What follows belongs to an exercise in optimizing a design on an open flow for small area; a production flow would make more cautious choices. Only simulation tests tie the RTL to the original design; equivalence was not proved. No driver is modelled on the clock port, so clock power and skew are understated where the tree is cut down; a real chip needs a root buffer or a tree. No activity file was given, so power comes from the tool's default toggle rates.

==> module top, before the edit <==
module top(
    input clkin,     
    input rst_n,     
    input power,     
    input reset,     
    input [3:0] col,
    output beep,     
    output [11:0] led,
    output [7:0] seg,
    output [5:0] dig,
    output [3:0] row
    );
    assign row = 4'b1110;
    wire       a9;
    wire [7:0] g;
    s_div tb0(.clkin(clkin), .rst_n(rst_n), .a9(a9), .g(g));
    wire step   = a9 & (g == 8'd98);     
    wire samp1  = a9 & (g == 8'd18);     
    wire samp2  = a9 & (g == 8'd58);
    wire [3:0] key;
    ajxd kb(.clkin(clkin), .btn_in(col), .first(samp1), .second(samp2), .btn_out(key));
    wire [3:0] k = ~key;     
    reg [1:0] t;
    reg [3:0] o;
    reg       dir;
    reg [3:0] lr;            
    reg       rs;            
    wire t3  = t[1] & t[0];
    wire id  = t3 & (o[1] ^ o[0]);           
    wire ar  = t3 & ~o[1] & ~o[0];           
    wire mv  = ~t3;                          
    wire fl1 = t3 & ~o[1] & (o[0] | dir);    
    wire fl2 = t3 & ~o[0] & (o[1] | ~dir);   
    wire o9  = o[3] & o[0];
    wire n29 = t[1] & ~t[0] & o9;
    wire arU = ar & ~dir;
    wire arD = ar & dir;
    wire p   = power;
    wire pu  = p & ~fl2 & (k[3] | k[1]);     
    wire pd  = p & ~fl1 & (k[2] | k[0]);     
    wire R   = (rs ^ reset) & ~fl1;          
    wire E1  = p & (pu | ((lr[3] | lr[1]) & ~arU & ~R));
    wire E2  = p & (pd | R | (mv & dir) | ((lr[2] | lr[0]) & ~arD));
    wire cont  = mv & p & ~R & (dir ? ~pd : ~pu);    
    wire start = ~cont & (E1 | E2);                  
    wire atf   = fl1 | fl2;
    always @(posedge clkin) begin
        if (!rst_n) begin
            t <= 2'd3; o <= 4'd1; dir <= 1'b0; lr <= 4'd0; rs <= 1'b0;
        end else if (step) begin
            rs    <= reset;
            if (cont) begin
                t <= o9 ? t + 2'd1 : t;
                o <= o9 ? 4'd0 : o + 4'd1;
            end else if (start) begin
                t   <= 2'd0;
                o   <= 4'd1;
                dir <= E2;
            end else begin
                t   <= 2'd3;
                o   <= atf ? {2'd0, fl2, fl1} : 4'd3;
                dir <= p & (mv | ar | (id & dir));
            end
            lr[3] <= p & ((~fl2 & k[3]) | (lr[3] & ~arU & (pu | ~R)));
            lr[1] <= p & ((~fl2 & k[1]) | (lr[1] & ~arU & (pu | ~R)));
            lr[2] <= p & ((~fl1 & k[2]) | (lr[2] & ~arD));
            lr[0] <= p & ((~fl1 & k[0]) | (lr[0] & ~arD));
        end
    end
    wire [4:0] th;
    assign th[0] = ar | (mv & (t[1] | t[0] | o[3] | (o[2] & o[1])));     
    assign th[1] = ar | (mv & (t[1] | (t[0] & (o[3] | o[2] | o[1]))));  
    assign th[2] = ar | (mv & (t[1] | (t[0] & o[3])));                   
    assign th[3] = ar | (mv & t[1] & (o[3] | o[2]));                     
    assign th[4] = ar;                                       
    assign led[3:0]  = lr;
    assign led[6:4]  = 3'b000;
    assign led[11:7] = dir ? {th[0], th[1], th[2], th[3], th[4]} : th;
    assign beep = n29 & (g[2] ? (g[1] | g[0]) : ~(g[1] | g[0]));
    wire       v = ~(g[7] & g[6] & g[5]);
    wire [1:0] d = g[2:1];
    wire       run = mv | ar;
    wire [1:0] sta = {run & dir, run & ~dir};
    wire [1:0] ds  = run ? ((dir ^ ~t[1]) ? 2'd1 : 2'd2) : {dir & o[1] & ~o[0], dir & o[0] & ~o[1]};
    reg  [1:0] sd;           
    always @(posedge clkin)
        if (d != 2'd1) sd <= sta;
    wire [1:0] x  = d[1] ? {t[1] & ~t[0], t[0] & ~t[1]} : ds;
    wire [6:0] px = {~x[0], 1'b1, ~x[1], ~x[0], ~x[0], ~x[0] & ~x[1], x[1]};
    wire [6:0] ps = {sd[0], 1'b0, 1'b0, sd[1], 1'b0, 1'b0, ~sd[0] & ~sd[1]};
    wire [6:0] po;
    decoder_7seg dec(.d({o[3:2], o[1:0] & {2{mv}}}), .s(po));
    assign seg[7:1] = (d == 2'd3) ? po : (d == 2'd1) ? ps : px;
    assign seg[0] = d == 2'd2;
    assign dig = {~(v & (d == 2'd2)), ~(v & (d == 2'd3)), 2'b11, ~(v & (d == 2'd1)), ~(v & (d == 2'd0))};
endmodule
==> flow/config.mk <==
export PLATFORM = sky130hd
export DESIGN_NAME = top
export DESIGN_NICKNAME = top
export VERILOG_FILES = /design/flow/design.v
export SDC_FILE = /design/flow/constraint.sdc
export NUM_CORES = 4
export LEC_CHECK = 0
export ABC_AREA = 1
export CAP_MARGIN = 20
export CORE_AREA = 2 2 62 62
export CTS_BUF_LIST = sky130_fd_sc_hd__clkbuf_4
export DIE_AREA = 0 0 64 64
export SLEW_MARGIN = 20
==> flow/constraint.sdc <==
create_clock -name core_clock -period 15.0 [get_ports {clkin}]
set_input_delay 3.0000 -clock core_clock [delete_from_list [all_inputs] [get_ports {clkin}]]
set_output_delay 3.0000 -clock core_clock [all_outputs]
set_load 0.01 [all_outputs]
standard.sh (not shown) runs the stock make flow with config.mk's settings and CLKGATE_MAP_FILE= SYNTH_SCRIPT=/design/flow/synth_recipe.tcl, a recipe that flattens the netlist after the stock synthesis.
==> flow/flow/run.sh <==
#!/bin/bash
# Own layout flow: the standard synthesis, then the combinational cells of
# its netlist mapped again by ABC for area (every flip-flop instance is kept,
# with its name and cell type; four ABC runs with different seeds, the
# smallest result is kept), the constant outputs tied to one tie cell, then
# the standard layout with the port buffers made of sky130_fd_sc_hd__buf_1
# and the clock driven by two clock buffers. Each tool's output goes to a log file
# in the work folder.
set -euo pipefail
W=$PWD
F=$W/flow
R=$W/orfs/results/$FLOW_PLATFORM/top/base
LIB=$FLOW_HOME/platforms/$FLOW_PLATFORM/lib/sky130_fd_sc_hd__tt_025C_1v80.lib

# 1. standard synthesis
bash standard.sh synth > $W/flow_synth.log 2>&1

# 2. map the combinational logic again
cp $R/1_2_yosys.v $W/std_synth.v
python3 $F/cellmodels.py $LIB $W/std_synth.v $W/cell_models.v > $W/cellmodels.log 2>&1
DONT_USE=$(python3 - "$LIB" <<'PY'
import re, sys
names = re.findall(r'\n\s*cell\s*\(\s*"?(\w+)"?\s*\)', open(sys.argv[1]).read())
print(' '.join('-dont_use ' + n for n in names
               if re.search(r'lpflow|probe|ebuf|einv|dlygate|dlymetal|clkdlybuf', n)))
PY
)
printf 'set_driving_cell sky130_fd_sc_hd__buf_1\nset_load 5\n' > $W/abc.constr
for S in 0 1 2 3; do
  sed "s/@SEED@/$S/" $F/remap.abc > $W/remap_$S.abc
  cat > $W/remap_$S.ys <<YS
read_verilog $W/cell_models.v
read_verilog $W/std_synth.v
hierarchy -top $FLOW_TOP
proc
flatten
techmap
opt -fast -purge
abc -script $W/remap_$S.abc -liberty $LIB $DONT_USE -constr $W/abc.constr -D 15000
opt_clean -purge
hilomap -singleton -hicell sky130_fd_sc_hd__conb_1 HI -locell sky130_fd_sc_hd__conb_1 LO
splitnets
opt_clean -purge
rename -hide w:*.*
write_verilog -noattr -noexpr -nohex -nodec $W/remapped_$S.v
YS
  yosys -l $W/remap_$S.log -q -s $W/remap_$S.ys > /dev/null 2>&1 &
done
wait
python3 $F/pick.py $LIB $W/remapped.v $W/remapped_0.v $W/remapped_1.v $W/remapped_2.v $W/remapped_3.v > $W/pick.log 2>&1
python3 $F/pairties.py $W/remapped.v $R/1_2_yosys.v > $W/pairties.log 2>&1
rm -f $R/1_synth.odb

# 3. standard layout, small port buffers, the tie cell kept as it is, and the
# clock distributed by two clock buffers placed by hand (flow/clock.tcl) in
# place of the CTS tree
export BUFFER_PORTS_ARGS="-buffer_cell sky130_fd_sc_hd__buf_1"
export SKIP_REPAIR_TIE_FANOUT=1
export PRE_CTS_TCL=$F/clock.tcl
export CLOCK_PORT_NAME=$(sed -n 's/.*create_clock.*get_ports {\([^}]*\)}.*/\1/p' $FLOW_SDC | head -1)
export CLOCK_BUFFER_CELL=sky130_fd_sc_hd__clkbuf_8
export CLOCK_GROUPS=2
bash standard.sh finish > $W/flow_layout.log 2>&1
Other scripts of this flow, unchanged in this note and not shown: flow/flow/cellmodels.py, flow/flow/clock.tcl, flow/flow/pairties.py, flow/flow/pick.py, flow/flow/remap.abc
Rerun with:
--- a/flow/design.v
+++ b/flow/design.v
@@ -72,18 +72,19 @@
     ajxd kb(.clkin(clkin), .btn_in(col), .first(samp1), .second(samp2), .btn_out(key));
     wire [3:0] k = ~key;     
     reg [1:0] t;
     reg [3:0] o;
     reg       dir;
+    reg       h;
     reg [3:0] lr;            
     reg       rs;            
     wire t3  = t[1] & t[0];
-    wire id  = t3 & (o[1] ^ o[0]);           
-    wire ar  = t3 & ~o[1] & ~o[0];           
+    wire id  = t3 & o[0];                    
+    wire ar  = t3 & ~o[0] & ~h;              
     wire mv  = ~t3;                          
-    wire fl1 = t3 & ~o[1] & (o[0] | dir);    
-    wire fl2 = t3 & ~o[0] & (o[1] | ~dir);   
+    wire fl1 = (id & ~h) | (ar & dir);       
+    wire fl2 = (id & h) | (ar & ~dir);       
     wire o9  = o[3] & o[0];
     wire n29 = t[1] & ~t[0] & o9;
     wire arU = ar & ~dir;
     wire arD = ar & dir;
     wire p   = power;
@@ -95,24 +96,26 @@
     wire cont  = mv & p & ~R & (dir ? ~pd : ~pu);    
     wire start = ~cont & (E1 | E2);                  
     wire atf   = fl1 | fl2;
     always @(posedge clkin) begin
         if (!rst_n) begin
-            t <= 2'd3; o <= 4'd1; dir <= 1'b0; lr <= 4'd0; rs <= 1'b0;
+            t <= 2'd3; o <= 4'd1; dir <= 1'b0; h <= 1'b0; lr <= 4'd0; rs <= 1'b0;
         end else if (step) begin
             rs    <= reset;
             if (cont) begin
                 t <= o9 ? t + 2'd1 : t;
                 o <= o9 ? 4'd0 : o + 4'd1;
             end else if (start) begin
                 t   <= 2'd0;
                 o   <= 4'd1;
                 dir <= E2;
+                h   <= 1'b0;
             end else begin
                 t   <= 2'd3;
-                o   <= atf ? {2'd0, fl2, fl1} : 4'd3;
+                o   <= {3'd0, atf};
                 dir <= p & (mv | ar | (id & dir));
+                h   <= atf ? fl2 : 1'b1;
             end
             lr[3] <= p & ((~fl2 & k[3]) | (lr[3] & ~arU & (pu | ~R)));
             lr[1] <= p & ((~fl2 & k[1]) | (lr[1] & ~arU & (pu | ~R)));
             lr[2] <= p & ((~fl1 & k[2]) | (lr[2] & ~arD));
             lr[0] <= p & ((~fl1 & k[0]) | (lr[0] & ~arD));
@@ -130,18 +133,18 @@
     assign beep = n29 & (g[2] ? (g[1] | g[0]) : ~(g[1] | g[0]));
     wire       v = ~(g[7] & g[6] & g[5]);
     wire [1:0] d = g[2:1];
     wire       run = mv | ar;
     wire [1:0] sta = {run & dir, run & ~dir};
-    wire [1:0] ds  = run ? ((dir ^ ~t[1]) ? 2'd1 : 2'd2) : {dir & o[1] & ~o[0], dir & o[0] & ~o[1]};
+    wire [1:0] ds  = run ? ((dir ^ ~t[1]) ? 2'd1 : 2'd2) : {id & dir & h, id & dir & ~h};
     reg  [1:0] sd;           
     always @(posedge clkin)
         if (d != 2'd1) sd <= sta;
     wire [1:0] x  = d[1] ? {t[1] & ~t[0], t[0] & ~t[1]} : ds;
     wire [6:0] px = {~x[0], 1'b1, ~x[1], ~x[0], ~x[0], ~x[0] & ~x[1], x[1]};
     wire [6:0] ps = {sd[0], 1'b0, 1'b0, sd[1], 1'b0, 1'b0, ~sd[0] & ~sd[1]};
     wire [6:0] po;
-    decoder_7seg dec(.d({o[3:2], o[1:0] & {2{mv}}}), .s(po));
+    decoder_7seg dec(.d(o & {4{mv}}), .s(po));
     assign seg[7:1] = (d == 2'd3) ? po : (d == 2'd1) ? ps : px;
     assign seg[0] = d == 2'd2;
     assign dig = {~(v & (d == 2'd2)), ~(v & (d == 2'd3)), 2'b11, ~(v & (d == 2'd1)), ~(v & (d == 2'd0))};
 endmodule
After rerunning:
- routed wire length rises by 1.3%
- global-route usage is about the same
- total power rises by 30%
- final area rises by 1.1%
- worst setup slack gains 460 ps
- clock skew rises by 9.2 ps
- clock power rises by about 2%
In every run of this note, the design's own scripts or RTL, not TritonCTS, make the clock network.

---

== old ==
Another version of the RTL of top (not shown whole).
Size in the first run: ~210 cells after synthesis, roughly 39 I/O pins, ~0.0015 mm² of cells after synthesis.
==> module top, before the edit <==
module top(
    input clkin,     
    input rst_n,     
    input power,     
    input reset,     
    input [3:0] col,
    output beep,     
    output [11:0] led,
    output [7:0] seg,
    output [5:0] dig,
    output [3:0] row
    );
    assign row = 4'b1110;
    wire       a9;
    wire [7:0] g;
    s_div tb0(.clkin(clkin), .rst_n(rst_n), .a9(a9), .g(g));
    wire step   = a9 & (g == 8'd98);     
    wire samp1  = a9 & (g == 8'd18);     
    wire samp2  = a9 & (g == 8'd58);
    wire [3:0] key;
    ajxd kb(.clkin(clkin), .btn_in(col), .first(samp1), .second(samp2), .btn_out(key));
    wire [3:0] k = ~key;     
    reg [1:0] t;
    reg [3:0] o;
    reg       dir;
    reg [3:0] lr;            
    reg       rs;            
    wire t3  = t[1] & ~t[0];                 
    wire id  = t3 & (o[1] ^ o[0]);           
    wire ar  = t3 & ~o[1] & ~o[0];           
    wire mv  = ~t3;                          
    wire fl1 = t3 & ~o[1] & (o[0] | dir);    
    wire fl2 = t3 & ~o[0] & (o[1] | ~dir);   
    wire o9  = o[3] & o[0];
    wire n29 = t[1] & t[0] & o9;
    wire arU = ar & ~dir;
    wire arD = ar & dir;
    wire p   = power;
    wire pu  = p & ~fl2 & (k[3] | k[1]);     
    wire pd  = p & ~fl1 & (k[2] | k[0]);     
    wire R   = (rs ^ reset) & ~fl1;          
    wire E1  = p & (pu | ((lr[3] | lr[1]) & ~arU & ~R));
    wire E2  = p & (pd | R | (mv & dir) | ((lr[2] | lr[0]) & ~arD));
    wire cont  = mv & p & ~R & (dir ? ~pd : ~pu);    
    wire start = ~cont & (E1 | E2);                  
    wire atf   = fl1 | fl2;
    always @(posedge clkin) begin
        if (!rst_n) begin
            t <= 2'b10; o <= 4'd1; dir <= 1'b0; lr <= 4'd0; rs <= 1'b0;
        end else if (step) begin
            rs    <= reset;
            if (cont) begin
                t <= o9 ? {t[0], ~t[1]} : t;
                o <= o9 ? 4'd0 : o + 4'd1;
            end else if (start) begin
                t   <= 2'd0;
                o   <= 4'd1;
                dir <= E2;
            end else begin
                t   <= 2'b10;
                o   <= atf ? {2'd0, fl2, fl1} : 4'd3;
                dir <= p & (mv | ar | (id & dir));
            end
            lr[3] <= p & ((~fl2 & k[3]) | (lr[3] & ~arU & (pu | ~R)));
            lr[1] <= p & ((~fl2 & k[1]) | (lr[1] & ~arU & (pu | ~R)));
            lr[2] <= p & ((~fl1 & k[2]) | (lr[2] & ~arD));
            lr[0] <= p & ((~fl1 & k[0]) | (lr[0] & ~arD));
        end
    end
    wire [4:0] th;
    assign th[0] = ar | (mv & (t[0] | o[3] | (o[2] & o[1])));            
    assign th[1] = ar | (mv & (t[1] | (t[0] & (o[3] | o[2] | o[1]))));  
    assign th[2] = ar | (mv & (t[1] | (t[0] & o[3])));                   
    assign th[3] = ar | (mv & t[1] & (o[3] | o[2]));                     
    assign th[4] = ar;                                       
    assign led[3:0]  = lr;
    assign led[6:4]  = 3'b000;
    assign led[11:7] = dir ? {th[0], th[1], th[2], th[3], th[4]} : th;
    assign beep = n29 & (g[2] ? (g[1] | g[0]) : ~(g[1] | g[0]));
    wire       v = ~(g[7] & g[6] & g[5]);
    wire [1:0] d = g[2:1];
    wire       run = mv | ar;
    wire [1:0] sta = {run & dir, run & ~dir};
    wire [1:0] ds  = run ? ((dir ^ ~t[1]) ? 2'd1 : 2'd2) : {dir & o[1] & ~o[0], dir & o[0] & ~o[1]};
    reg  [1:0] sd;           
    always @(posedge clkin)
        if (d != 2'd1) sd <= sta;
    wire [1:0] x  = d[1] ? {t[1] & t[0], t[0] & ~t[1]} : ds;
    wire [6:0] px = {~x[0], 1'b1, ~x[1], ~x[0], ~x[0], ~x[0] & ~x[1], x[1]};
    wire [6:0] ps = {sd[0], 1'b0, 1'b0, sd[1], 1'b0, 1'b0, ~sd[0] & ~sd[1]};
    wire [6:0] po;
    decoder_7seg dec(.d({o[3:2], o[1:0] & {2{mv}}}), .s(po));
    assign seg[7:1] = (d == 2'd3) ? po : (d == 2'd1) ? ps : px;
    assign seg[0] = d == 2'd2;
    assign dig = {~(v & (d == 2'd2)), ~(v & (d == 2'd3)), 2'b11, ~(v & (d == 2'd1)), ~(v & (d == 2'd0))};
endmodule
==> flow/config.mk <==
export PLATFORM = sky130hd
export DESIGN_NAME = top
export DESIGN_NICKNAME = top
export VERILOG_FILES = /design/flow/design.v
export SDC_FILE = /design/flow/constraint.sdc
export NUM_CORES = 4
export LEC_CHECK = 0
export ABC_AREA = 1
export CAP_MARGIN = 20
export CORE_AREA = 2 2 62 62
export CTS_BUF_LIST = sky130_fd_sc_hd__clkbuf_4
export DIE_AREA = 0 0 64 64
export SLEW_MARGIN = 20
==> flow/constraint.sdc <==
create_clock -name core_clock -period 15.0 [get_ports {clkin}]
set_input_delay 3.0000 -clock core_clock [delete_from_list [all_inputs] [get_ports {clkin}]]
set_output_delay 3.0000 -clock core_clock [all_outputs]
set_load 0.01 [all_outputs]
==> flow/flow/run.sh <==
#!/bin/bash
# Own layout flow: the standard synthesis, then the combinational cells of
# its netlist mapped again by ABC for area (every flip-flop instance is kept,
# with its name and cell type; eight ABC runs with different seeds, the
# smallest result is kept), the constant outputs tied to one tie cell, then
# the standard layout with the port buffers made of sky130_fd_sc_hd__buf_1
# and the clock driven by two clock buffers. Each tool's output goes to a log file
# in the work folder.
set -euo pipefail
W=$PWD
F=$W/flow
R=$W/orfs/results/$FLOW_PLATFORM/top/base
LIB=$FLOW_HOME/platforms/$FLOW_PLATFORM/lib/sky130_fd_sc_hd__tt_025C_1v80.lib

# 1. standard synthesis
bash standard.sh synth > $W/flow_synth.log 2>&1

# 2. map the combinational logic again
cp $R/1_2_yosys.v $W/std_synth.v
python3 $F/cellmodels.py $LIB $W/std_synth.v $W/cell_models.v > $W/cellmodels.log 2>&1
DONT_USE=$(python3 - "$LIB" <<'PY'
import re, sys
names = re.findall(r'\n\s*cell\s*\(\s*"?(\w+)"?\s*\)', open(sys.argv[1]).read())
print(' '.join('-dont_use ' + n for n in names
               if re.search(r'lpflow|probe|ebuf|einv|dlygate|dlymetal|clkdlybuf', n)))
PY
)
printf 'set_driving_cell sky130_fd_sc_hd__buf_1\nset_load 5\n' > $W/abc.constr
for S in 0 1 2 3 4 5 6 7; do
  sed "s/@SEED@/$S/" $F/remap.abc > $W/remap_$S.abc
  cat > $W/remap_$S.ys <<YS
read_verilog $W/cell_models.v
read_verilog $W/std_synth.v
hierarchy -top $FLOW_TOP
proc
flatten
techmap
opt -fast -purge
abc -script $W/remap_$S.abc -liberty $LIB $DONT_USE -constr $W/abc.constr -D 15000
opt_clean -purge
hilomap -singleton -hicell sky130_fd_sc_hd__conb_1 HI -locell sky130_fd_sc_hd__conb_1 LO
splitnets
opt_clean -purge
rename -hide w:*.*
write_verilog -noattr -noexpr -nohex -nodec $W/remapped_$S.v
YS
  yosys -l $W/remap_$S.log -q -s $W/remap_$S.ys > /dev/null 2>&1 &
  # four at a time
  if [[ $S == 3 ]]; then wait; fi
done
wait
python3 $F/pick.py $LIB $W/remapped.v $W/remapped_[0-7].v > $W/pick.log 2>&1
python3 $F/pairties.py $W/remapped.v $R/1_2_yosys.v > $W/pairties.log 2>&1
rm -f $R/1_synth.odb

# 3. standard layout, small port buffers, the tie cell kept as it is, and the
# clock distributed by two clock buffers placed by hand (flow/clock.tcl) in
# place of the CTS tree
export BUFFER_PORTS_ARGS="-buffer_cell sky130_fd_sc_hd__buf_1"
export SKIP_REPAIR_TIE_FANOUT=1
export PRE_CTS_TCL=$F/clock.tcl
export CLOCK_PORT_NAME=$(sed -n 's/.*create_clock.*get_ports {\([^}]*\)}.*/\1/p' $FLOW_SDC | head -1)
export CLOCK_BUFFER_CELL=sky130_fd_sc_hd__clkbuf_8
export CLOCK_GROUPS=2
bash standard.sh finish > $W/flow_layout.log 2>&1
Other scripts of this flow, unchanged in this note and not shown: flow/flow/cellmodels.py, flow/flow/clock.tcl, flow/flow/pairties.py, flow/flow/pick.py, flow/flow/remap.abc
Input-level comparison between new and old:
diff --git a/flow/design.v b/flow/design.v
--- a/flow/design.v
+++ b/flow/design.v
@@ -75,16 +75,16 @@
     reg [3:0] o;
     reg       dir;
     reg [3:0] lr;            
     reg       rs;            
-    wire t3  = t[1] & ~t[0];                 
+    wire t3  = t[1] & t[0];
     wire id  = t3 & (o[1] ^ o[0]);           
     wire ar  = t3 & ~o[1] & ~o[0];           
     wire mv  = ~t3;                          
     wire fl1 = t3 & ~o[1] & (o[0] | dir);    
     wire fl2 = t3 & ~o[0] & (o[1] | ~dir);   
     wire o9  = o[3] & o[0];
-    wire n29 = t[1] & t[0] & o9;
+    wire n29 = t[1] & ~t[0] & o9;
     wire arU = ar & ~dir;
     wire arD = ar & dir;
     wire p   = power;
     wire pu  = p & ~fl2 & (k[3] | k[1]);     
@@ -96,20 +96,20 @@
     wire start = ~cont & (E1 | E2);                  
     wire atf   = fl1 | fl2;
     always @(posedge clkin) begin
         if (!rst_n) begin
-            t <= 2'b10; o <= 4'd1; dir <= 1'b0; lr <= 4'd0; rs <= 1'b0;
+            t <= 2'd3; o <= 4'd1; dir <= 1'b0; lr <= 4'd0; rs <= 1'b0;
         end else if (step) begin
             rs    <= reset;
             if (cont) begin
-                t <= o9 ? {t[0], ~t[1]} : t;
+                t <= o9 ? t + 2'd1 : t;
                 o <= o9 ? 4'd0 : o + 4'd1;
             end else if (start) begin
                 t   <= 2'd0;
                 o   <= 4'd1;
                 dir <= E2;
             end else begin
-                t   <= 2'b10;
+                t   <= 2'd3;
                 o   <= atf ? {2'd0, fl2, fl1} : 4'd3;
                 dir <= p & (mv | ar | (id & dir));
             end
             lr[3] <= p & ((~fl2 & k[3]) | (lr[3] & ~arU & (pu | ~R)));
@@ -118,9 +118,9 @@
             lr[0] <= p & ((~fl1 & k[0]) | (lr[0] & ~arD));
         end
     end
     wire [4:0] th;
-    assign th[0] = ar | (mv & (t[0] | o[3] | (o[2] & o[1])));            
+    assign th[0] = ar | (mv & (t[1] | t[0] | o[3] | (o[2] & o[1])));     
     assign th[1] = ar | (mv & (t[1] | (t[0] & (o[3] | o[2] | o[1]))));  
     assign th[2] = ar | (mv & (t[1] | (t[0] & o[3])));                   
     assign th[3] = ar | (mv & t[1] & (o[3] | o[2]));                     
     assign th[4] = ar;                                       
@@ -135,9 +135,9 @@
     wire [1:0] ds  = run ? ((dir ^ ~t[1]) ? 2'd1 : 2'd2) : {dir & o[1] & ~o[0], dir & o[0] & ~o[1]};
     reg  [1:0] sd;           
     always @(posedge clkin)
         if (d != 2'd1) sd <= sta;
-    wire [1:0] x  = d[1] ? {t[1] & t[0], t[0] & ~t[1]} : ds;
+    wire [1:0] x  = d[1] ? {t[1] & ~t[0], t[0] & ~t[1]} : ds;
     wire [6:0] px = {~x[0], 1'b1, ~x[1], ~x[0], ~x[0], ~x[0] & ~x[1], x[1]};
     wire [6:0] ps = {sd[0], 1'b0, 1'b0, sd[1], 1'b0, 1'b0, ~sd[0] & ~sd[1]};
     wire [6:0] po;
     decoder_7seg dec(.d({o[3:2], o[1:0] & {2{mv}}}), .s(po));
==> run summary <==
- Summary: with old as the reference, wire length on met2 in new moved up by more than 10%.
- Instance count after placement with tap cells included is lower on new
- Looking at old and new, the growth of design area from synthesis to finish is a wash.
- In the final reports, the cell area of new is larger than that of old.
- The final critical-path required period in new sits 0.22 ns above the value recorded for old.
No run of this note takes its clock network from TritonCTS; it comes from the design's own scripts or RTL.

-- separate check: timing with driven ports --
How much do the figures lean on ideal ports? The routed layouts below were timed once more, with nothing changed but the port constraints.
Step 1 assumes that a clkbuf_16 drives the clock port and a buf_2 every other input.
Step 2, shift: input delay + t, output delay - t, t = (earliest + latest rising clock arrival at the registers) / 2. This alone moves slack from input paths to output paths.
Three values: ideal ports, drivers, drivers and shift; two values: the first two.
| run | t, ns | setup WS [ns] | worst slew at a driven data input, ns | pins driven straight from the clock port |
|---|---|---|---|---|
| the first run of note 1 | 0.189 | 9.187 / 9.150 / 9.339 | 0.03 | 2 |
| the second run of note 1 | 0.188 | 9.649 / 9.615 / 9.803 | 0.03 | 2 |
| old | 0.186 | 9.752 / 9.716 / 9.902 | 0.03 | 2 |
| new | 0.186 | 9.530 / 9.494 / 9.680 | 0.03 | 2 |
After both steps every run listed still meets setup and hold.
